This is an optimization exercise on Yosys and OpenROAD, whose aim is a short achievable clock period and few clock cycles, not a production implementation.
Only simulation tests tie the RTL to the original design; equivalence was not proved.
Power and IR drop assume default switching activity.

### design/flow/run.sh
#!/bin/bash
# synth_recipe.tcl (not shown) runs the flow's synth.tcl, then flattens the netlist and writes it again
# the make line also repeats each setting of config.mk as NAME=value (left out here)
make -C /OpenROAD-flow-scripts/flow DESIGN_CONFIG=/design/flow/config.mk WORK_HOME=/design/flow/orfs CLKGATE_MAP_FILE= SYNTH_SCRIPT=/design/flow/synth_recipe.tcl finish
### design/flow/config.mk
export PLATFORM = sky130hd
export DESIGN_NAME = Top_Module
export DESIGN_NICKNAME = Top_Module
export VERILOG_FILES = /design/flow/design.v
export SDC_FILE = /design/flow/constraint.sdc
export NUM_CORES = 4
export LEC_CHECK = 0
export CAP_MARGIN = 20
export CORE_MARGIN = 2
export CORE_UTILIZATION = 40
export SLEW_MARGIN = 20
### design/flow/constraint.sdc
create_clock -name core_clock -period 20.0 [get_ports {clk}]
set_input_delay 4.0000 -clock core_clock [delete_from_list [all_inputs] [get_ports {clk}]]
set_output_delay 4.0000 -clock core_clock [all_outputs]
set_load 0.01 [all_outputs]
### design/flow/design.v
module program_counter ( clk , rst , pc_in , pc_out );
    input clk,rst;
    input       [31:0]pc_in;   
    output reg  [31:0]pc_out;  
    always @(posedge clk or posedge rst) begin
        if (rst)
        pc_out <=32'b00;
        else
            pc_out <=pc_in;
        end
endmodule
module pcplus4 (fromPc,NexttoPc);
    input [31:0]fromPc;
    output [31:0]NexttoPc;
    assign NexttoPc = 4 + fromPc;
endmodule  
module Branch_Adder(PC,offset,branch_target);
    input [31:0] PC;                   
    input [31:0] offset;                
    output reg [31:0] branch_target;  
    always @(*) begin
        branch_target <= PC + (offset );  
    end
endmodule
module mux_1( Sel1 , A1 , B1 , Mux1_out);
    input Sel1;
    input [31:0] A1,B1;
    output [31:0] Mux1_out;
    assign Mux1_out = (Sel1==1'b0)? A1 : B1;
endmodule 
module mux_2 ( Sel2 , A2 , B2 , Mux2_out);
    input Sel2;
    input [31:0] A2,B2;
    output [31:0] Mux2_out;
    assign Mux2_out = (Sel2==1'b0)? A2 : B2;
endmodule 
module mux_3 ( Sel3 , A3 , B3 , Mux3_out);
    input Sel3;
    input [31:0] A3,B3;
    output [31:0] Mux3_out;
    assign Mux3_out = (Sel3==1'b0)? A3 : B3;
endmodule 
module Immidiate_generator ( instruction , ImmExt);
    input wire [31:0] instruction;      
    output reg [31:0] ImmExt;       
    always @(*) begin
        case(instruction[6:0])
    7'b0010011: ImmExt = {{20{instruction[31]}}, instruction[31:20]};  
    7'b0000011: ImmExt = {{20{instruction[31]}}, instruction[31:20]};  
    7'b0100011: ImmExt = {{20{instruction[31]}}, instruction[31:25], instruction[11:7]};  
    7'b1100011: ImmExt = {{20{instruction[31]}}, instruction[7], instruction[30:25], instruction[11:8], 1'b0};  
    7'b0110111: ImmExt = {instruction[31:12], 12'b0};  
	7'b0010111: ImmExt = {instruction[31:12], 12'b0};  
    7'b1101111: ImmExt = {{11{instruction[31]}}, instruction[19:12], instruction[20], instruction[30:21], 1'b0};  
    default: begin
        ImmExt = 32'b0;
    end
    endcase
    end
endmodule
module alu_unit ( A , B , control_in , zero , ALU_out );
    input [31:0]A;
    input [31:0]B;
    input [3:0]control_in;
    output reg zero ;
    output reg [31:0] ALU_out;
         always @(A or B or control_in) begin
            case (control_in)
             4'b0000: ALU_out = A + B;           		 
             4'b0001: ALU_out = A - B;           		 
             4'b0010: ALU_out = A & B;           		 
             4'b0011: ALU_out = A | B;           		 
             4'b0100: ALU_out = A ^ B;           		 
             4'b0101: ALU_out = A << B[4:0];     		 
             4'b0110: ALU_out = A >> B[4:0];     		 
             4'b0111: ALU_out = $signed(A) >>> B[4:0];     
             4'b1000: ALU_out =($signed(A) < $signed(B)) ? 32'b1 : 32'b0;
            default: ALU_out = 32'b0;          		
            endcase
        zero = (ALU_out == 32'b0) ? 1 : 0;
    end
endmodule  
module alu_control ( ALUOp , fun7 , fun3 , Control_out );
input [6:0]fun7;
input [2:0]fun3;
input [1:0]ALUOp;
output reg [3:0]Control_out;
always@(*)
begin
    casez({ALUOp,fun7,fun3})
    12'b01_???????_??? : Control_out <= 4'b0001;     
    12'b10_0000000_000 : Control_out <= 4'b0000;     
    12'b00_0000000_000 : Control_out <= 4'b0000;     
    12'b00_0000000_001 : Control_out <= 4'b0000;     
    12'b00_0000000_010 : Control_out <= 4'b0000;     
    12'b10_0100000_000 : Control_out <= 4'b0001;     
    12'b10_0000000_111 : Control_out <= 4'b0010;     
    12'b10_0000000_110 : Control_out <= 4'b0011;     
    12'b10_0000000_100 : Control_out <= 4'b0100;     
    12'b10_0000000_001 : Control_out <= 4'b0101;     
    12'b10_0000000_101 : Control_out <= 4'b0110;     
    12'b10_0100000_101 : Control_out <= 4'b0111;     
    12'b10_0000000_010 : Control_out <= 4'b1000;     
    default            : Control_out <= 4'b0000; 
endcase
end
endmodule  
module controlunit ( instruction  , branch , Memread , MemtoReg ,ALUOp , MemWrite ,ALUSrc ,Reg_write);
input [6:0] instruction;
output  reg branch , Memread , MemtoReg ,MemWrite , ALUSrc ,Reg_write ;
output reg [1:0]ALUOp;
always@(*)begin 
 case(instruction)
    7'b0110011 : {ALUSrc , MemtoReg , Reg_write ,Memread, MemWrite , branch , ALUOp} <= 9'b001000_10;
    7'b0000011 : {ALUSrc , MemtoReg , Reg_write ,Memread, MemWrite , branch , ALUOp} <= 9'b111100_00;
    7'b0100011 : {ALUSrc , MemtoReg , Reg_write ,Memread, MemWrite , branch , ALUOp} <= 9'b100010_00;
    7'b1100011 : {ALUSrc , MemtoReg , Reg_write ,Memread, MemWrite , branch , ALUOp} <= 9'b000001_01;
    7'b0010011 : {ALUSrc , MemtoReg , Reg_write ,Memread, MemWrite , branch , ALUOp} <= 9'b101000_10;
    default : {ALUSrc , MemtoReg , Reg_write ,Memread, MemWrite , branch , ALUOp} =9'b0;
endcase
end
endmodule  
module reg_file (clk,rst,Reg_write,Rs1,Rs2,Rd,write_data,read_data1,read_data2);
    input clk,rst,Reg_write;
    input [4:0] Rs1,Rs2, Rd;
    input [31:0] write_data;
    output [31:0] read_data1,read_data2;
   reg [31:0] Registers[0:31];
  always @(posedge clk or posedge rst) begin
    if (rst) begin
      Registers[1] <= 3;
      Registers[2] <= 2;
      Registers[3] <= 12;
      Registers[4] <= 20;
      Registers[5] <= 3;
      Registers[6] <= 44;
      Registers[7] <= 4;
      Registers[8] <= 2;
      Registers[9] <= 1;
      Registers[10] <= 23;
      Registers[11] <= 4;
      Registers[12] <= 90;
      Registers[13] <= 10;
      Registers[14] <= 20;
      Registers[15] <= 30;
      Registers[16] <= 40;
      Registers[17] <= 50;
      Registers[18] <= 60;
      Registers[19] <= 70;
      Registers[20] <= 80;
      Registers[21] <= 80;
      Registers[22] <= 90;
      Registers[23] <= 70;
      Registers[24] <= 60;
      Registers[25] <= 65;
      Registers[26] <= 4;
      Registers[27] <= 32;
      Registers[28] <= 12;
      Registers[29] <= 34;
      Registers[30] <= 5;
      Registers[31] <= 10;
    end else if (Reg_write && Rd != 0) begin
      Registers[Rd] <= write_data;
    end
  end
  assign read_data1 = (Rs1 == 0) ? 32'b0 : Registers[Rs1];
  assign read_data2 = (Rs2 == 0) ? 32'b0 : Registers[Rs2];
endmodule
module Top_Module( clk , rst , imem_addr , imem_rdata , dmem_addr , dmem_wdata , dmem_we , dmem_re , dmem_rdata );
input clk , rst ;
output [31:0] imem_addr;    
input  [31:0] imem_rdata;   
output [31:0] dmem_addr;    
output [31:0] dmem_wdata;   
output        dmem_we;      
output        dmem_re;      
input  [31:0] dmem_rdata;   
wire [31:0] PC_top,branch_target, instruction_top, read_data1_top, read_data2_top, ImmExt_top , Mux1_out_top , NexttoPc_top , Sum_out_top , Pc_in_top , ALU_out_top , Mem_data_out_top , write_back_top;
wire Reg_write_top , ALUSrc_top ,branch_top , zero_top , and_out_top , Mem_Write_top , MemtoReg_top , Memreadc_top , Mem_Read_top;
wire [1:0]ALUOp_top;
wire [3:0]Control_out_top;
program_counter PC( .clk(clk) , .rst(rst) , .pc_in(Pc_in_top) , .pc_out(PC_top) );  
pcplus4 Pc_adder( .fromPc(PC_top) , .NexttoPc(NexttoPc_top));
assign imem_addr = PC_top;
assign instruction_top = imem_rdata;
reg_file u_reg_file(.clk(clk),.rst(rst),.Reg_write(Reg_write_top ),.Rs1(instruction_top[19:15]),.Rs2(instruction_top[24:20]        ),
    .Rd(instruction_top[11:7] ),.write_data (write_back_top  ),.read_data1 (read_data1_top ),.read_data2 (read_data2_top ));
Immidiate_generator u_Immidiate_generator(.instruction(instruction_top), .ImmExt(ImmExt_top));
controlunit control_unit( .instruction(instruction_top[6:0])  , .branch(branch_top) , .Memread(Mem_Read_top) , .MemtoReg(MemtoReg_top) , .ALUOp(ALUOp_top) , .MemWrite(Mem_Write_top ) , .ALUSrc(ALUSrc_top) , .Reg_write(Reg_write_top));
alu_control alu_control( .ALUOp(ALUOp_top) , .fun7(instruction_top[31:25]) , .fun3(instruction_top[14:12]) , .Control_out(Control_out_top) );
alu_unit alu_unit( .A(read_data1_top) , .B(Mux1_out_top) , .control_in(Control_out_top) , .zero(zero_top) , .ALU_out(ALU_out_top) );
assign dmem_addr  = ALU_out_top;
assign dmem_wdata = read_data2_top;
assign dmem_we    = Mem_Write_top;
assign dmem_re    = Mem_Read_top;
assign Mem_data_out_top = (Mem_Read_top) ? dmem_rdata : 32'b00;
mux_1  mux_1_Alu( .Sel1(ALUSrc_top) , .A1(read_data2_top) , .B1( ImmExt_top) , .Mux1_out(Mux1_out_top));
mux_2  mux_2_adder_pc( .Sel2(branch_top& zero_top) , .A2(NexttoPc_top) , .B2(branch_target) , .Mux2_out(Pc_in_top));
mux_3  mux_3_data_mem( .Sel3(MemtoReg_top) , .A3(ALU_out_top) , .B3(Mem_data_out_top) , .Mux3_out(write_back_top));
Branch_Adder u_Branch_Adder(.PC (PC_top ),.offset (ImmExt_top ),.branch_target(branch_target));
endmodule
==> results.json <==
{
  "synth_compound_area_frac": 0.2499,
  "tritoncts": "built",
  "synth_edf_count": 0,
  "fin_tns_setup_ns": 0,
  "wl_per_cell_microns": 39.16,
  "report.final.setup_viol": 0,
  "portBuffers": 163,
  "die_w_microns": 399.2,
  "drive_gt1_frac": 0.1125,
  "synth_xor_area_frac": 0.008413,
  "clock_latency_ns": 0.79,
  "initial_core_util": 0.4013,
  "ys.warnings.count": 8,
  "cp.required_ns": 16.00,
  "synth_top_family_by_area": "compound AO/OA/AOI/OAI gates",
  "placementRows": 145,
  "p_leak_nw": 31.13,
  "postSynth.asyncResetShare": 1.000,
  "ios": 164,
  "avgSynthCellArea_sq_um": 8.341,
  "start_kind": "input pin",
  "min_path_type": "reg2reg",
  "post-synth-top-area-cell": "dfrtp_1",
  "ant_nets": 0,
  "rsz0062_at_grt": "no",
  "cp_max_fo": 17,
  "clkTransAtPathRegs_ns": 0.06,
  "fp.dieH_microns": 399.2,
  "cts_resized": 0,
  "cts_buffers": 110,
  "grt_pass1_wl_mm": 509.6,
  "tightest_slew_ns": 1.294,
  "synthesis.nets": 7692,
  "r2r_cells": 29,
  "first_iter_violations": 13300,
  "ys_ff_latch": 1024,
  "slew_headroom": 0.1323,
  "grtUsageTotal": 0.4549,
  "grt.overflow.total": 0,
  "layout_setup_ws_ns": 2.443,
  "r2r_slack_ns": 11.12,
  "pre_cts_ws_ns": 2.974,
  "synth.mux.area_fraction": 0.03680,
  "outcome": "no timing/DRC/antenna violations",
  "hold_end": "u_reg_file.Registers[30][2]$_DFFE_PP1P_",
  "core_sq_um": 155700,
  "wirelength_mm": 371.9,
  "htree_levels": 3,
  "clock-sinks": 1024,
  "synth_common_cells": "nand2_1 (1267), o21ai_0 (1028), dfrtp_1 (953)",
  "r2r-start": "u_reg_file.Registers[26][0]$_DFFE_PP0P_",
  "hold_depth": 2,
  "fmax_mhz": 56.96,
  "period_minus_slack_ns": 17.56,
  "drc": 0,
  "syn2layout_area_growth_pct": 12.98,
  "max-cap-violations": 0,
  "synth_top_area_frac": 0.3818,
  "yosys.area_share.simple": 0.2130,
  "cts_hold_buf": 0,
  "fin_skew_ns": 0.07992,
  "gp_congestion": 1.055,
  "hp-start": "u_reg_file.Registers[30][2]$_DFFE_PP1P_",
  "hold_slack_ns": 0.4842,
  "nNetsFinal": 7530,
  "slew_violations": 0,
  "synth_most_common_cell": "nand2_1",
  "arrival_ns": 13.56,
  "synthAdderAreaFrac": 0.02780,
  "num_vias": 67380,
  "antenna_found_initial": 30,
  "cts-root-buf": "clkbuf_16",
  "syn_inst": 7489,
  "grt_pass1_vias": 62570,
  "yosysSeqAreaShare": 0.4116,
  "clockBufferDepth": 3,
  "synth_area_leaders": "dfrtp_1 (38%), o21ai_0 (8.2%), nand2_1 (7.6%), a22oi_1 (5.3%), nand3_1 (3.5%)",
  "dieArea_sq_um": 159300,
  "rr_endpoint": "PC.pc_out[0]$_DFFE_PP0P_",
  "viasPerCell": 7.094,
  "hpwlAfterDp_mm": 243.6,
  "cts_setup_buffers": 0,
  "first_pass_iters": 16,
  "worstSetupPathType": "in2out",
  "grt_max_degree": 160,
  "irDropWorstVdd_mv": 0.07393,
  "ys_types": 103,
  "hold_violations": 0,
  "ys.flop_type": "dfrtp_1",
  "crit_path_end_kind": "output pin",
  "power.density_nw_per_um2": 69.83,
  "synth_area_sq_um": 62460,
  "period_share": 0.8779
}
==> flip-flops by register name (all words and copies together) (netlist names) <==
signal,cells
PC.pc_out,32
u_reg_file.Registers,992
==> cell usage in the layout, fill, tap and decap left out, types with 31 or more instances in the layout <==
cell	count
nand2_1	1244
o21ai_0	1021
dfrtp_1	953
a22oi_1	437
nand3_1	431
and3_1	325
a21oi_1	286
buf_4	257
nor2_1	193
clkdlybuf4s50_1	156
nand4_1	151
ha_1	134
clkbuf_16	111
inv_1	109
mux2_2	107
o211ai_1	88
mux2i_1	79
nor3_1	78
a2111oi_0	73
dfstp_2	71
nor4_1	64
a221oi_1	64
a22o_1	53
a21o_1	52
a211oi_1	38
nor2_4	36
a222oi_1	32
xor2_1	31
==> routing by layer <==
metal  part of all wire  vias up  GRT usage
met5            0.00061        -          0
li1                   -    27150          -
met2               0.41     5872     0.6600
met4              0.097       34     0.3553
met1               0.36    32450     0.5502
met3               0.13     1874     0.1572
==> where the power goes <==
part / internal, mW / leakage [nW] / switching (mW)
combinational: 0.146 / 15.4 / 0.443
clock: 1.27 / 1.86 / 0.946
sequential: 2.10 / 13.9 / 0.0297
==> cell families after synthesis <==
kind of cell               count (synthesis)
muxes                                    213
adders and majority gates                137
xor gates and xnor gates                  60
and+or+nand+nor                         2792
buffers and inverters                    816
DFF                                     1024
AOI/OAI and AO/OA                       2447
==> worst max path at each step <==
stage	slack, ns	start	end
2_1_floorplan	1.94	rst	PC.pc_out[0]$_DFFE_PP0P_
3_3_place_gp	3.01	imem_rdata[23]	dmem_addr[30]
3_5_place_dp	2.97	imem_rdata[23]	dmem_addr[31]
4_1_cts	2.95	imem_rdata[24]	dmem_addr[30]
5_1_grt	2.43	imem_rdata[23]	dmem_addr[30]
6_report	2.44	imem_rdata[24]	dmem_addr[30]
==> final cells by class <==
class / count / area [sq um]
diodes: 20 / 50.05
flip-flops and latches: 1024 / 25710
clock buffers: 154 / 3089
repair buffers: 422 / 3583
fillers: 15450 / 85090
well taps: 2058 / 2575
inverters: 120 / 454.2
clock inverters: 52 / 748.2
multi-input cells: 5649 / 34360
==> worst max-delay path: stages <==
cell	delay, ns
clkdlybuf4s50_1	0.77
nand2_1	0.64
nor2_4	1.16
buf_4	0.55
a22oi_1	0.12
nand2_1	0.11
nor4_1	0.06
a21oi_1	0.57
mux2i_1	0.27
ha_1	0.48
nor4bb_1	0.37
nor3b_1	0.42
o211ai_1	0.29
a31oi_1	0.34
a31oi_1	0.22
o21ai_0	0.56
a21oi_1	0.14
o21bai_1	0.27
a31oi_1	0.18
o21bai_1	0.27
a311o_1	0.22
or4b_2	0.58
o2111ai_1	0.26
clkdlybuf4s50_1	0.64
==> stage by stage <==
step	cell area [sq um]	total power [mW]	utilization	std cells
4_1_cts	70470	4.900	0.4527	9477
2_1_floorplan	62470	2.452	-	7489
5_1_grt	70520	5.028	0.4530	9479
6_report	70570	4.928	0.4534	9499
3_5_place_dp	66630	2.721	0.4281	9271
3_3_place_gp	66630	2.721	0.4281	9271
Testbench counts, summed over its fixed seeds: cycles 28,531.

-- what the ideal ports hide --
No port has a modelled driver above. Below, the same layout with a new extraction and two added sets of constraints.
Step 1 (the two cells are an assumption about what drives the block):
set clk [get_ports {clk}]
set_driving_cell -lib_cell sky130_fd_sc_hd__clkbuf_16 $clk
set_driving_cell -lib_cell sky130_fd_sc_hd__buf_2 [delete_from_list [all_inputs] $clk]
Step 2 times the ports against the registers' clock, not the clock port: input delays grow and output delays shrink by t, the midpoint of the rising clock arrivals with the driver on.
a / b / c = no drivers / after step 1 / after step 2; a / b = the first two.
shift t [ns]: 0.827
setup WS [ns]: 2.443 / 2.418 / 2.418
hold WS [ns]: 0.484 / 0.484 / 0.484
pins driven straight from the clock port: 1
After both steps this run still meets setup and hold. The setup slack of this run moves by -0.025 ns with the drivers and by -0.025 ns with both steps.
